This design comes from an exercise in tuning for small area on the open sky130 flow, not from production work.
Function was checked by simulation only, so behaviour that the tests miss may differ from the original.
The clock input has no modelled driver; a real chip could not lean on it and would need a root buffer or a full tree.
Power is estimated from default activity; no workload was simulated.

Design radar, start of the top module:
module radar(input clk, input rst, input echo, input [1:0] boton_cambiar_grados,
             output done, output trigger, output [15:0] distance, output PWM, input ultra);
==> flow/config.mk <==
export PLATFORM = sky130hd
export DESIGN_NAME = radar
export DESIGN_NICKNAME = radar
export VERILOG_FILES = /design/flow/design.v
export SDC_FILE = /design/flow/constraint.sdc
export NUM_CORES = 4
export LEC_CHECK = 0
export ABC_AREA = 1
export CAP_MARGIN = 20
export CORE_MARGIN = 2
export CORE_UTILIZATION = 40
export SLEW_MARGIN = 20
==> flow/constraint.sdc <==
create_clock -name core_clock -period 25.0 [get_ports {clk}]
set_input_delay 5.0000 -clock core_clock [delete_from_list [all_inputs] [get_ports {clk}]]
set_output_delay 5.0000 -clock core_clock [all_outputs]
set_load 0.01 [all_outputs]
standard.sh (not shown) runs the stock make flow with config.mk's settings and CLKGATE_MAP_FILE= SYNTH_SCRIPT=/design/flow/synth_recipe.tcl, a recipe that flattens the netlist after the stock synthesis.
==> flow/flow/run.sh <==
#!/bin/bash
# Standard ORFS layout with three changes: the port buffers use the
# smallest buffer cell, and the clock tree is a flat one (flow/cts_pre.tcl):
# the clock port drives CTS_NGROUPS buffers, each driving a group of
# flip-flops.
set -euo pipefail
here=$(cd "$(dirname "$0")" && pwd)
export BUFFER_PORTS_ARGS="-buffer_cell sky130_fd_sc_hd__buf_1"
export PRE_CTS_TCL="$here/cts_pre.tcl"
export CTS_NGROUPS=4
export CTS_BUFCELL=sky130_fd_sc_hd__clkbuf_8
export CTS_CLOCK_NET=clk
bash standard.sh > standard.log 2>&1
==> flow/flow/cts_pre.tcl <==
# Sourced by ORFS's cts.tcl before clock tree synthesis (PRE_CTS_TCL).
# Replaces TritonCTS's H-tree with a flat clock tree: the clock port drives
# CTS_NGROUPS clock buffers, each placed at the centre of its group of
# flip-flops (the flip-flops split into groups by x position) and driving
# that group directly.
rename clock_tree_synthesis orig_clock_tree_synthesis
proc clock_tree_synthesis { args } {
  set ngroups $::env(CTS_NGROUPS)
  set bufname $::env(CTS_BUFCELL)
  set block [ord::get_db_block]
  set db [ord::get_db]
  set master [$db findMaster $bufname]
  set clknet [$block findNet $::env(CTS_CLOCK_NET)]
  set sinks {}
  foreach it [$clknet getITerms] {
    set inst [$it getInst]
    set loc [$inst getLocation]
    lappend sinks [list [lindex $loc 0] [lindex $loc 1] $it]
  }
  set sinks [lsort -integer -index 0 $sinks]
  set n [llength $sinks]
  puts "flat clock tree: $n sinks in $ngroups groups of $bufname"
  for { set g 0 } { $g < $ngroups } { incr g } {
    set lo [expr { $g * $n / $ngroups }]
    set hi [expr { ($g + 1) * $n / $ngroups - 1 }]
    set group [lrange $sinks $lo $hi]
    set sx 0
    set sy 0
    foreach s $group {
      set sx [expr { $sx + [lindex $s 0] }]
      set sy [expr { $sy + [lindex $s 1] }]
    }
    set cnt [llength $group]
    set bx [expr { $sx / $cnt }]
    set by [expr { $sy / $cnt }]
    set inst [odb::dbInst_create $block $master "clkbuf_flat_$g"]
    set net [odb::dbNet_create $block "clknet_flat_$g"]
    $net setSigType CLOCK
    foreach s $group {
      set it [lindex $s 2]
      $it disconnect
      $it connect $net
    }
    [$inst findITerm A] connect $clknet
    [$inst findITerm X] connect $net
    $inst setLocation $bx $by
    $inst setPlacementStatus PLACED
    puts "  clkbuf_flat_$g: $cnt sinks at ($bx, $by)"
  }
  set_propagated_clock [all_clocks]
}
Next try:
==> flow/flow/run.sh (replaced) <==
#!/bin/bash
# Standard ORFS layout with two changes: the port buffers use the
# smallest buffer cell, and clock tree synthesis inserts no dummy loads.
set -euo pipefail
export BUFFER_PORTS_ARGS="-buffer_cell sky130_fd_sc_hd__buf_1"
export CTS_ARGS="-sink_clustering_enable -repair_clock_nets -dont_use_dummy_load"
bash standard.sh > standard.log 2>&1
removed: flow/flow/cts_pre.tcl
The changed run went through all stages and came out clean.
Design area increases by 2.1%.
Power goes up by 13%.
Area after synthesis is unchanged.
Setup slack improves by 0.16 ns.
Flip-flop and latch count does not change.
Cell count increases by 1.0%.
First-iteration DRC count increases by 8.0%.
Utilization climbs by 0.90 points.
Wire length goes up by 0.74%.
Next try:
--- a/flow/flow/run.sh
+++ b/flow/flow/run.sh
@@ -6 +6 @@
-export CTS_ARGS="-sink_clustering_enable -repair_clock_nets -dont_use_dummy_load"
+export CTS_ARGS="-repair_clock_nets -dont_use_dummy_load -root_buf sky130_fd_sc_hd__clkbuf_16 -buf_list sky130_fd_sc_hd__clkbuf_16 -sink_buffer_max_cap_derate 0.05"
=>
- final cell count is unchanged
- final area came out higher by 3.0%
- count of clock-buffer cells in the layout does not change
- sequential share of layout area goes down by 1.3 points
- hold slack barely changes
Next try:
--- a/flow/flow/run.sh
+++ b/flow/flow/run.sh
@@ -6 +6 @@
-export CTS_ARGS="-repair_clock_nets -dont_use_dummy_load -root_buf sky130_fd_sc_hd__clkbuf_16 -buf_list sky130_fd_sc_hd__clkbuf_16 -sink_buffer_max_cap_derate 0.05"
+export CTS_ARGS="-sink_clustering_enable -repair_clock_nets -dont_use_dummy_load -sink_clustering_size 40 -sink_clustering_max_diameter 1000 -sink_clustering_levels 1"
The changed run produced a clean layout.
Via count goes up by 0.95%.
Final area went down by 2.9%.
Routed wire length hardly moves.
Sequential power barely changes.
Hold slack barely changes.
The clock cells of the first run of this note come from the design's own scripts or RTL, not from TritonCTS.

[separate check: timing with driven ports]
In the flow no input, the clock included, has a driving cell. The finished layouts below were timed again as built, in two steps. Step 1 sets driving cells, clkbuf_16 on the clock port and buf_2 on the other inputs (assumed; they add their load-dependent delay and slew). Step 2 times the ports against the registers' clock, not the clock port: input delays grow and output delays shrink by t, the midpoint of the rising clock arrivals with the driver on. a / b / c = no drivers / after step 1 / after step 2; a / b = the first two.
| run | t, ns | setup WS [ns] | worst setup path at the end | latest minus earliest clock arrival (ns) | worst data-port slew with drivers (ns) |
|---|---|---|---|---|---|
| the first run | 0.218 | 15.701 / 15.732 / 15.514 | input to register | 0.010 / 0.010 | 0.03 |
| the second run | 0.360 | 15.864 / 15.869 / 15.509 | input to register | 0.026 / 0.026 | 0.03 |
| the third run | 0.349 | 15.850 / 15.860 / 15.511 | input to register | 0.020 / 0.020 | 0.03 |
| the fourth run | 0.360 | 15.864 / 15.869 / 15.509 | input to register | 0.026 / 0.026 | 0.03 |
After both steps setup and hold are still met in every run listed.
